What follows belongs to an exercise in optimizing a design on an open flow for small area; a production flow would make more cautious choices.
No functional check of the RTL was part of this run.
Power figures rest on the tool's default switching activity, not on a simulated workload.

==> design/flow/design.v <==
module buffer_new(data_out, data_in, address, read_address, wr_en, clk, mem_rst);
	output [7:0] data_out;
	output reg [3:0] address;
	input [3:0] read_address;
	input [7:0] data_in;
	input wr_en, clk, mem_rst;
	reg [7:0] m [0:9];
	reg wr_en_delayed, wr_en_edge;
	assign data_out = (read_address < 4'd10) ? m[read_address] : 8'd0;
	integer i;
	always @(posedge clk) begin
		if (~mem_rst) begin
			wr_en_delayed <= 1'b0;
			wr_en_edge <= 1'b0;
		end else begin
			wr_en_delayed <= wr_en;
			wr_en_edge <= wr_en ^ wr_en_delayed;
		end
	end
	always@(posedge clk) begin
		if(~mem_rst) begin
			for(i=0; i<10; i=i+1)
				m[i] <= 8'b0;
			address <= 4'd0;
		end else if (wr_en_edge) begin
			if (wr_en) begin
				if (address < 4'd10)
					m[address] <= data_in;
			end else
				address <= address + 1'd1;
		end
	end
endmodule
module scanner (address, data_out, start_scan, data_in, ready_second_buffer, start_second_buffer, 
				ready_to_transfer, transfer, flush_signal, go_to_standby, state, wr_en, read_inc, clk, rst);
	output reg [2:0] state;
	output wire [7:0] data_out;
	output wire [3:0] address;
	output reg ready_second_buffer, start_second_buffer, ready_to_transfer;
	input [7:0] data_in;
	input start_scan, transfer, go_to_standby, flush_signal, clk, rst;
	input wr_en, read_inc;
	reg [3:0] read_address;
	reg mem_rst, read_inc_delayed, read_inc_edge;
	reg [2:0] next;
	buffer_new buff (data_out, data_in, address, read_address, wr_en, clk, mem_rst);
	parameter lowPower = 3'b000, active = 3'b001, standby = 3'b010, idle = 3'b011, flush = 3'b100, transtage = 3'b101;
	always @(posedge clk) begin
		if (~rst) begin
			state <= lowPower;
		end else begin
			state <= next;
		end
	end
	always @(posedge clk) begin
		if (~rst) begin
			read_inc_delayed <= 1'b0;
			read_inc_edge <= 1'b0;
		end else begin
			read_inc_delayed <= read_inc;
			read_inc_edge <= read_inc ^ read_inc_delayed;
		end
	end
	always @(posedge clk) begin
		if (~rst) begin
			ready_to_transfer <= 1'b0;
			ready_second_buffer <= 1'b0;
			start_second_buffer <= 1'b0;
			mem_rst <= 1'b0;
			read_address <= 4'b0;
			next <= lowPower;
		end else
		case (state)
			lowPower: 	begin
							ready_to_transfer <= 1'b0;
							ready_second_buffer <= 1'b0;
							start_second_buffer <= 1'b0;
							mem_rst <= 1'b0;
							read_address <= 4'b0;
							if (start_scan && transfer == 1'b0)
								next <= active;
							else if (go_to_standby) 
								next <= standby;
							else
								next <= lowPower;
							end
			active:		begin
							mem_rst <= 1'b1;
							if(transfer) begin
								next <= transtage;
							end else if (address == 4'd10) begin
								next <= idle;
							end else 
								next <= active;
							if (address >= 4'd7) begin
								ready_to_transfer <= 1'b1;
								ready_second_buffer <= 1'b1;
							end
							if (address >= 4'd8) 
								start_second_buffer <= 1'b1;
						end
			standby: 	begin
							mem_rst <= 1'b1;
							if (start_scan && transfer == 1'b0) 
								next <= active;
							else 
								next <= standby;
						end
			idle: 		begin
							mem_rst <= 1'b1;
							ready_second_buffer <= 1'b0;
							start_second_buffer <= 1'b0;
							ready_to_transfer <= 1'b1;
							if (transfer) begin
								next <= transtage;
							end
							else if (flush_signal)
								next <= flush;
							else begin
								next <= idle;
							end
						end
			flush: 		begin
							mem_rst <= 1'b0;
							if(address == 4'd0)
								next <= lowPower;
							else
								next <= flush;
						end
			transtage : begin
							mem_rst <= 1'b1;
							if(read_address > 4'd9)
								next <= lowPower;
							else if (read_inc_edge && read_inc) begin
								read_address <= read_address + 1'b1;
								next <= transtage;
							end else 
								next <= transtage;
						end
			default: ;
		endcase
	end
endmodule
module top (data_out1, data_out2, data_out_cpu1, data_out_cpu2, state, state2, ready_to_transfer, ready_to_transfer2, 
			data_in1, data_in2, start_scan, transfer_input, wr_en1, read_inc1, wr_en2, read_inc2, clk, rst);
	output [2:0] state, state2;
	output ready_to_transfer, ready_to_transfer2;
	output wire [7:0] data_out1, data_out2;
	output wire [7:0] data_out_cpu1, data_out_cpu2; 
	input [7:0] data_in1, data_in2;
	input start_scan, transfer_input, wr_en1, read_inc1, wr_en2, read_inc2, clk, rst;
	wire start_scan1, start_second_buffer, ready_to_transfer, ready_second_buffer;  
	wire start_scan2, start_first_buffer, ready_first_buffer, ready_to_transfer2;
	wire [3:0] address1, address2;
	reg flush_signal, flush_signal2, transfer, transfer2;
	assign data_out_cpu1 = data_out1;
	assign data_out_cpu2 = data_out2;
	assign start_scan1 = (start_scan) ? start_scan : start_first_buffer;
	assign start_scan2 = start_second_buffer;
	scanner scan (address1, data_out1, start_scan1, data_in1, ready_second_buffer, start_second_buffer, ready_to_transfer, transfer, flush_signal, ready_second_buffer, state, wr_en1, read_inc1, clk, rst);
	scanner scan2 (address2, data_out2, start_scan2, data_in2, ready_first_buffer, start_first_buffer, ready_to_transfer2, transfer2, flush_signal2, ready_first_buffer, state2, wr_en2, read_inc2, clk, rst);
	always @(posedge clk) begin
		if (~rst) begin
			transfer <= 1'b0;
			transfer2 <= 1'b0;
			flush_signal <= 1'b0;
			flush_signal2 <= 1'b0;
		end else begin
		if (ready_to_transfer && (transfer_input)) transfer <= 1'b1;
		else if (address1 == 4'b0) transfer <= 1'b0;
		if (ready_to_transfer2 && (transfer_input)) transfer2 <= 1'b1;
		else if (address2 == 4'b0) transfer2 <= 1'b0;
		if ((address2 >= 4'd4) && (address1 >= 4'd9)) flush_signal <= 1'b1;
		else flush_signal <= 1'b0;
		if ((address1 >= 4'd4) && (address2 >= 4'd9)) flush_signal2 <= 1'b1;
		else flush_signal2 <= 1'b0;
		end
	end
endmodule
module serial_buffer (bit_out, parallel_in, load, sr_shift, clk, rst);	
	output reg bit_out;
	input [10:0] parallel_in;
	input load, sr_shift, clk, rst;
	reg [10:0] bitShift;
	always@(posedge clk) begin
		if (~rst)
			bitShift <= 11'b11111111111;
		else if (load)
			bitShift <= parallel_in;
		else if (sr_shift)
			bitShift <= {1'b1, bitShift[10:1]};
	end
	always@(posedge clk) begin
		if (~rst)
			bit_out <= 1'b1;
		else if (sr_shift)
			bit_out <= bitShift[0];
	end
endmodule
module serial_out_ctrl(sr_shift, char_sent, trans_en, clk, rst);
	output wire sr_shift;
	output reg char_sent;
	input trans_en, clk, rst;
	reg SR_CLK, SR_CLK_delayed;
	reg [20:0] tBase;
	reg [3:0] BSC, BIC;
	wire tick;
	assign tick = (tBase[7:0] == 8'h7f);
	assign sr_shift = SR_CLK & ~SR_CLK_delayed;
	always@(posedge clk) begin
		if(~rst)
			tBase <= 21'b0;
		else
			tBase <= tBase + 1'b1;
	end
	always@(posedge clk) begin  
		if(~rst)
			BSC <= 4'b0;
		else if (tick) begin
			if(~trans_en) begin
				BSC <= 4'b0;
			end else if (trans_en) begin
				BSC <= BSC + 1'b1;
			end
		end
	end
	always@(posedge clk) begin
		if(~rst) begin
			SR_CLK <= 1'b0;
			SR_CLK_delayed <= 1'b0;
		end else begin
			SR_CLK_delayed <= SR_CLK;
			if (BSC == 4'b1111)
				SR_CLK <= 1'b1;
			else
				SR_CLK <= 1'b0;
		end
	end
	always@(posedge clk) begin
		if(~rst) begin
			BIC <= 4'd0;
			char_sent <= 1'b0;
		end else if (tick) begin
			if(~trans_en)begin
				BIC <= 4'd0;
				char_sent <= 1'b0;
			end else if (BSC == 4'b1111 && BIC < 4'd11)
				BIC <= BIC + 4'd1;
			else if (BIC >= 4'd11) begin
				BIC <= BIC;
				char_sent <= 1'b1;
			end
		end
	end
endmodule
module serial_out(bit_out, char_sent, trans_en, load, data_in, clk, rst);
	output wire bit_out, char_sent;
	input trans_en, load, clk, rst;
	input [7:0] data_in;
	wire [10:0] data_in_full;
	wire parity, sr_shift;
	assign parity =  	(data_in[0] ^ data_in[1]) ^  
                        (data_in[2] ^ data_in[3]) ^ 
                        (data_in[4] ^ data_in[5]) ^  
                        (data_in[6] ^ data_in[7]);
	assign data_in_full = {1'b1, parity, data_in, 1'b0};
	serial_buffer parallel_to_serial (bit_out, data_in_full, load, sr_shift, clk, rst);
	serial_out_ctrl serial_ctrl (sr_shift, char_sent, trans_en, clk, rst);
endmodule
module parallel_buffer (parallel_out, ser_data_in, sr_shift, clk, rst);	
	output wire [10:0] parallel_out;
	input ser_data_in;
	input sr_shift, clk, rst;
	reg [10:0] bitShift;
	always@(posedge clk) begin
		if (~rst) begin
			bitShift <= 11'b11111111111;
		end else if (sr_shift) begin
			bitShift <= {ser_data_in, bitShift[10:1]};
		end
	end
	assign parallel_out = bitShift;
endmodule
module serial_in_ctrl(sr_shift, char_received, ser_data_in, clk, rst);
	output wire sr_shift;
	output reg char_received;
	input ser_data_in, clk, rst;
	reg SR_CLK, SR_CLK_delayed;
	reg [20:0] tBase;
	reg en;
	reg [3:0] BSC,BIC;
	wire tick;
	assign tick = (tBase[7:0] == 8'h7f);
	assign sr_shift = SR_CLK & ~SR_CLK_delayed;
	always@(posedge clk) begin
		if(~rst)
			tBase <= 21'b0;
		else
			tBase <= tBase + 1'b1;
	end
	always@(posedge clk) begin
		if(~rst)
			en <= 1'b0;
		else if (char_received)
			en <= 1'b0;
		else if (~ser_data_in)
			en <= 1'b1;
	end
	always@(posedge clk) begin  
		if(~rst)
			BSC <= 4'b0;
		else if (tick) begin
			if(~en) begin
				BSC <= 4'b0;
			end else if (en) begin
				BSC <= BSC + 1'b1;
			end
		end
	end
	always@(posedge clk) begin
		if(~rst) begin
			SR_CLK <= 1'b0;
			SR_CLK_delayed <= 1'b0;
		end else begin
			SR_CLK_delayed <= SR_CLK;
			if (BSC == 4'b0111)
				SR_CLK <= 1'b1;
			else
				SR_CLK <= 1'b0;
		end
	end
	always@(posedge clk) begin
		if(~rst) begin
			BIC <= 4'd0;
			char_received <= 1'b0;
		end else if (tick) begin
			if(~en)begin
				BIC <= 4'd0;
				char_received <= 1'b0;
			end else if (BSC == 4'b1111 && BIC < 4'd11)
				BIC <= BIC + 4'd1;
			else if (BIC >= 4'd11) begin
				BIC <= BIC;
				char_received <= 1'b1;
			end
		end
	end
endmodule
module serial_in(data_out, char_received, ser_data_in, clk, rst);
	output [7:0] data_out;
	output char_received;
	input ser_data_in, clk, rst;
	wire sr_shift;
	wire [10:0] parallel_out;
	assign data_out = parallel_out[8:1];
	parallel_buffer SR(parallel_out, ser_data_in, sr_shift, clk, rst);
	serial_in_ctrl SR_ctrl(sr_shift, char_received, ser_data_in, clk, rst);
endmodule
module network_sys(ready_to_transfer_in_0, ready_to_transfer_in_1, cpu_data_in_0, cpu_data_in_1, char_received, char_sent, net_data_in,
		ser_data_out, state, state2, hex0, hex1, hex2, hex3,
		ser_data_in, scanner_rst, start_scanning, start_transfer, cpu_data_out_0, cpu_data_out_1, wr_en1, wr_en2, read_inc1, read_inc2,
		trans_en, load, net_data_out, clk, rst);
	output wire [2:0] state, state2;
	output ready_to_transfer_in_0, ready_to_transfer_in_1;
	output ser_data_out;
	output wire [7:0] cpu_data_in_0, cpu_data_in_1;
	output wire char_received, char_sent;
	output wire [7:0] net_data_in;
	output reg [6:0] hex0, hex1, hex2, hex3;
	input clk, rst, ser_data_in;
	input scanner_rst, start_scanning, start_transfer;
	input [7:0] cpu_data_out_0, cpu_data_out_1;
	input wr_en1, wr_en2, read_inc1, read_inc2;
	input trans_en, load;
	input [7:0] net_data_out;
	wire ready_to_transfer_in_0, ready_to_transfer_in_1;
	wire [7:0] data_out1, data_out2;
	wire scan_rst;
   wire [3:0] ones1, ones2, tens1, tens2, hundreds1, hundreds2, ones3, ones4, tens3, tens4, hundreds3, hundreds4;
	wire [7:0] parallel_data_out;
	wire [7:0] parallel_data_in;
	parameter zero = 7'b1000000, one = 7'b1111001, two = 7'b0100100, three = 7'b0110000, four = 7'b0011001, five = 7'b0010010, 
		six = 7'b0000010, seven = 7'b1111000, eight = 7'b0000000, nine = 7'b0011000, off = 7'b1111111;
	assign scan_rst = rst & scanner_rst;
	assign parallel_data_in = net_data_out;
	assign net_data_in = parallel_data_out;
	 top top(
				.data_out1													(data_out1),
				.data_out2													(data_out2),
				.data_out_cpu1												(cpu_data_in_0),
				.data_out_cpu2												(cpu_data_in_1),
				.state														(state),
				.state2														(state2), 
				.ready_to_transfer										(ready_to_transfer_in_0),
				.ready_to_transfer2										(ready_to_transfer_in_1),
				.data_in1													(cpu_data_out_0),
				.data_in2													(cpu_data_out_1),
				.start_scan													(start_scanning),
				.transfer_input											(start_transfer),
				.wr_en1														(wr_en1),
				.read_inc1													(read_inc1),
				.wr_en2														(wr_en2),
				.read_inc2													(read_inc2),
				.clk															(clk), 
				.rst															(scan_rst)
	);
	serial_out ser_out (ser_data_out, char_sent, trans_en, load, parallel_data_in, clk, rst);
	serial_in ser_in (parallel_data_out, char_received, ser_data_in, clk, rst);
	BCD bcd_data_out1 (data_out1, hundreds1, tens1, ones1);
	BCD bcd_data_out2 (data_out2, hundreds2, tens2, ones2);
	BCD bcd_data_in1 (cpu_data_out_0, hundreds3, tens3, ones3);
	BCD bcd_data_in2 (cpu_data_out_1, hundreds4, tens4, ones4);
	always @(posedge clk) begin
		case (ones1)
			4'b0000: hex0 <= zero;
			4'b0001: hex0 <= one;
			4'b0010: hex0 <= two;
			4'b0011: hex0 <= three;
			4'b0100: hex0 <= four;
			4'b0101: hex0 <= five;
			4'b0110: hex0 <= six;
			4'b0111: hex0 <= seven;
			4'b1000: hex0 <= eight;
			4'b1001: hex0 <= nine;
			default: hex0 <= 7'b1111111;
		endcase
		case (ones3)
			4'b0000: hex1 <= zero;
			4'b0001: hex1 <= one;
			4'b0010: hex1 <= two;
			4'b0011: hex1 <= three;
			4'b0100: hex1 <= four;
			4'b0101: hex1 <= five;
			4'b0110: hex1 <= six;
			4'b0111: hex1 <= seven;
			4'b1000: hex1 <= eight;
			4'b1001: hex1 <= nine;
			default: hex1 <= 7'b1111111;
		endcase
		case (ones2)
			4'b0000: hex2 <= zero;
			4'b0001: hex2 <= one;
			4'b0010: hex2 <= two;
			4'b0011: hex2 <= three;
			4'b0100: hex2 <= four;
			4'b0101: hex2 <= five;
			4'b0110: hex2 <= six;
			4'b0111: hex2 <= seven;
			4'b1000: hex2 <= eight;
			4'b1001: hex2 <= nine;
			default: hex2 <= 7'b1111111;
		endcase
		case (ones4)
			4'b0000: hex3 <= zero;
			4'b0001: hex3 <= one;
			4'b0010: hex3 <= two;
			4'b0011: hex3 <= three;
			4'b0100: hex3 <= four;
			4'b0101: hex3 <= five;
			4'b0110: hex3 <= six;
			4'b0111: hex3 <= seven;
			4'b1000: hex3 <= eight;
			4'b1001: hex3 <= nine;
			default: hex3 <= 7'b1111111;
		endcase
	end
endmodule
module BCD(number, hundreds, tens, ones);
   input  [7:0] number;
   output reg [3:0] hundreds;
   output reg [3:0] tens;
   output reg [3:0] ones;
   reg [19:0] shift;
   integer i;
   always @(number)
   begin
      shift[19:8] = 0;
      shift[7:0] = number;
      for (i=0; i<8; i=i+1) begin
         if (shift[11:8] >= 5)
            shift[11:8] = shift[11:8] + 4'd3;
         if (shift[15:12] >= 5)
            shift[15:12] = shift[15:12] + 4'd3;
         if (shift[19:16] >= 5)
            shift[19:16] = shift[19:16] + 4'd3;
         shift = shift << 1;
      end
      hundreds = shift[19:16];
      tens     = shift[15:12];
      ones     = shift[11:8];
   end
endmodule
==> design/flow/run.sh <==
#!/bin/bash
# synth_recipe.tcl (not shown) runs the flow's synth.tcl, then flattens the netlist and writes it again
# the make line also repeats each setting of config.mk as NAME=value (left out here)
make -C /OpenROAD-flow-scripts/flow DESIGN_CONFIG=/design/flow/config.mk WORK_HOME=/design/flow/orfs CLKGATE_MAP_FILE= SYNTH_SCRIPT=/design/flow/synth_recipe.tcl finish
==> design/flow/config.mk <==
export PLATFORM = sky130hd
export DESIGN_NAME = network_sys
export DESIGN_NICKNAME = network_sys
export VERILOG_FILES = /design/flow/design.v
export SDC_FILE = /design/flow/constraint.sdc
export NUM_CORES = 4
export LEC_CHECK = 0
export CAP_MARGIN = 20
export CORE_MARGIN = 2
export CORE_UTILIZATION = 40
export PLACE_DENSITY = 0.6
export SLEW_MARGIN = 20
==> design/flow/constraint.sdc <==
create_clock -name core_clock -period 10.0 [get_ports {clk}]
set_input_delay 2.0000 -clock core_clock [delete_from_list [all_inputs] [get_ports {clk}]]
set_output_delay 2.0000 -clock core_clock [all_outputs]
set_load 0.01 [all_outputs]
==> results.txt <==
-- path summary, 6_finish.rpt --
path	from	endpoint	slack [ns]	cells past startpoint
max	register	hex2[0]	1.74	33
min	ser_out.serial_ctrl.SR_CLK	ser_out.serial_ctrl.SR_CLK_delayed	0.46	1
max reg2reg	register	hex2[0]	1.74	33
min reg2reg	ser_out.serial_ctrl.SR_CLK	ser_out.serial_ctrl.SR_CLK_delayed	0.46	1
-- power groups by stage --
stage	sequential (uW)	clock, uW	combinational [uW]
CTS	1810	1600	375
detailed placement	1850	0	371
finish	1810	1560	374
global placement	1850	0	367
floorplan	1860	0	231
global route	1820	1660	417
-- cell usage after synthesis (6+ instances only) --
cell type / count / area [um^2]
a211oi_1: 8 / 60.06
a21o_1: 10 / 75.07
a21oi_1: 69 / 345.3
a22oi_1: 17 / 127.6
a31oi_1: 7 / 43.79
and2_1: 63 / 394.1
and3_1: 16 / 100.1
buf_1: 6 / 22.52
buf_2: 10 / 50.05
buf_4: 9 / 67.56
clkbuf_1: 43 / 161.4
dfxtp_1: 144 / 2883
edfxtp_1: 256 / 7687
ha_1: 81 / 1013
inv_1: 92 / 345.3
mux2_2: 11 / 123.9
mux2i_1: 71 / 710.7
mux4_2: 59 / 1329
nand2_1: 122 / 457.9
nand2b_1: 23 / 143.9
nand3_1: 39 / 195.2
nand3b_1: 6 / 45.04
nand4_1: 11 / 68.82
nor2_1: 198 / 743.2
nor2b_1: 34 / 212.7
nor3_1: 41 / 205.2
nor3b_1: 6 / 45.04
o21a_1: 10 / 75.07
o21ai_0: 60 / 300.3
xnor2_1: 41 / 359.1
xor2_1: 13 / 113.9
-- layer usage --
layer	vias up	part of all wire
met4	0	0.018
met3	50	0.049
met5	-	0
met1	6208	0.45
li1	6328	-
met2	249	0.48
-- metrics by stage --
| stage | cells | setup WS, ns |
|---|---|---|
| after floorplan | 1772 | 2.769 |
| after global placement | 2427 | 2.262 |
| after detailed placement | 2427 | 1.839 |
| after CTS | 2505 | 1.802 |
| after global routing | 2506 | 0.9208 |
| final | 2506 | 1.736 |
-- registers in the layout, indices dropped and copies added (netlist names), 3 cells and up, named ones only --
name / count
ser_out.serial_ctrl.BSC: 4
top.scan2.next: 3
top.scan.buff.m: 128
top.scan2.buff.m: 128
ser_out.serial_ctrl.tBase: 8
ser_in.SR_ctrl.BIC: 4
hex0: 7
ser_out.parallel_to_serial.bitShift: 10
hex3: 7
top.scan2.buff.address: 4
top.scan.state: 3
ser_in.SR_ctrl.BSC: 4
top.scan.buff.address: 4
ser_in.SR.bitShift: 10
top.scan2.state: 3
top.scan.read_address: 4
top.scan2.read_address: 4
hex2: 7
top.scan.next: 3
ser_out.serial_ctrl.BIC: 4
ser_in.SR_ctrl.tBase: 8
hex1: 7
-- final cells by class --
type | instances | area (um^2)
multi-input cells | 1211 | 8507
repair buffers | 109 | 1061
clock inverters | 18 | 157.7
inverters | 93 | 351.6
fillers | 4366 | 25100
flip-flops and latches | 400 | 10570
well taps | 615 | 769.5
clock buffers | 60 | 1222
-- cells by family after synthesis --
group	count (synthesis)
XOR/XNOR	54
AO/OA/AOI/OAI	250
multiplexers	143
flip-flops	400
adder cells (fa/ha/maj)	81
other	1
buffers and inverters	161
AND/OR/NAND/NOR	587
==> results.txt <==
status timing/DRC/antenna clean; ys flop type edfxtp_1; clk buf depth 3; post-route cell area about 0.023 mm^2; gpl congestion around 0.8; # DRC 0; Critical-path top delay cell dfxtp_2; Comb pwr share 0.100; hold slack ~0.46 ns; Detailed Route WL 40870 um; post-synthesis cell count between 1.5k and 2k; commonest cells after routing, fill and taps aside edfxtp_1, nor2_1, dfxtp_1; Power Density approximately 170 mW/mm^2; post-route minimum period 8.264 ns; Flop pwr share 0.484; leakage 0.008789 uW; cts hold-fix bufs 0; met3 GRT Util 0.02794; final max-slew violation count 0; Final Cycle Share 0.8264; TritonCTS clock tree built; Sw Share 0.2296; Seq cells post-synth 400; Post-CTS Setup Inserts 0; CTS H-tree lvls 2; Async SR Flop Fraction 0; Worst setup EP type register; post-synthesis cell type count 75; most frequent CP cell ha_1; Synth Area in XOR/XNOR 0.02441; Final Hold Fails 0; simple-gate area share of the yosys netlist 0.1466; grt met2 use 0.2713; internal power approximately 2900 uW; Antenna diodes 0; Compound-Gate Fraction of Synth Area 0.08435; vias 12.84k; mux share of post-synthesis cell area 0.1128; class of the worst hold path register to register; Max Cap Viol 0; post-synthesis sequential area ratio 0.5456; first-pass iteration count of the detailed router 6; largest net degree at the start of global routing 59; first-pass GRT wire length about 65000 um; clk_skew between 0.015 and 0.02 ns; CP Buf/Inv Count 2; DP Area 0.02126 mm^2; clk sinks 400; Cell Rows 80; clock-pin slew on the worst setup and hold paths around 0.06 ns; initial antenna violation count 1; crit-path max FO 19; Cell Area, Synth 0.01937 mm^2; Setup TNS Final 0 ns; CORE AREA around 0.048 mm^2; vias in the first global route about 13k; number of synthesized flops with an enable pin ~260; CP peak stage delay approximately 0.7 ns; net switching power about 860 uW; Max-Slew Margin vs Limit 0.4232; nets 1976; Layout Utilization 0.4742; I/O Buffers between 90 and 100; met1 Usage GRT 0.2179; Vias/cell roughly 5.1; Die Height around 220 um; Crit path max-delay family compound AO/OA/AOI/OAI gates; CTS buffer count 44; CP arrival ~8.7 ns; antenna-violating nets left 0; Yosys warnings 9; Total Routing Usage GR 0.1629; die area between 0.05 and 0.06 mm^2; Design Power between 3000 and 4000 uW; synth-to-layout area growth 16.88%; syn_area_per_cell 11.55 um^2; GR peak layer met2; Detail Placement HPWL between 20000 and 30000 um; RSZ-0062 raised after global routing false; WS Path Type register to register; setup violators final 0; Chip Width 224.1 um; grt total ovfl 0; drt wl/cell about 16 um; Worst VDD drop around 0.12 mV; clock power share 0.416; Startpoint Class register; adder-cell share of the synthesized area 0.05231; largest family of logic cells by synthesized area simple AND/OR/NAND/NOR gates; initial cell density of the core 0.4058; leading cell type in the layout, fill and taps excluded edfxtp_1; Data required, critical path 10.42 ns; cells resized by post-CTS repair 0; CTS Root Cell clkbuf_16; I/O pins 99; Max Clk Rate between 100 and 150 MHz; layout cells sized above 1 0.08302; clk latency of the worst-skew pair about 0.57 ns; initial DRC count 939; Worst Tran Pin Value slightly below 0.9 ns

-- afterwards: timing with drivers on the ports --
In the flow no input, the clock included, has a driving cell. The finished layout below was timed again as built, in two steps. Step 1, drivers: a clkbuf_16 drives clk and a buf_2 each remaining input, both assumed. Step 2 times the ports against the registers' clock, not the clock port: input delays grow and output delays shrink by t, the midpoint of the rising clock arrivals with the driver on. a / b / c = ideal / step 1 / step 2; a / b = the first two.
t, ns: 0.621
setup slack, ns: 1.736 / 1.736 / 1.736
hold slack, ns: 0.456 / 0.456 / 0.456
slew at the worst register clock pin (ns): 0.06 / 0.06
worst slew at a driven data input, ns: 0.06
After both steps this run still meets setup and hold. For this run, drivers alone change the setup slack by 0.000 ns; drivers and shift together by 0.000 ns.
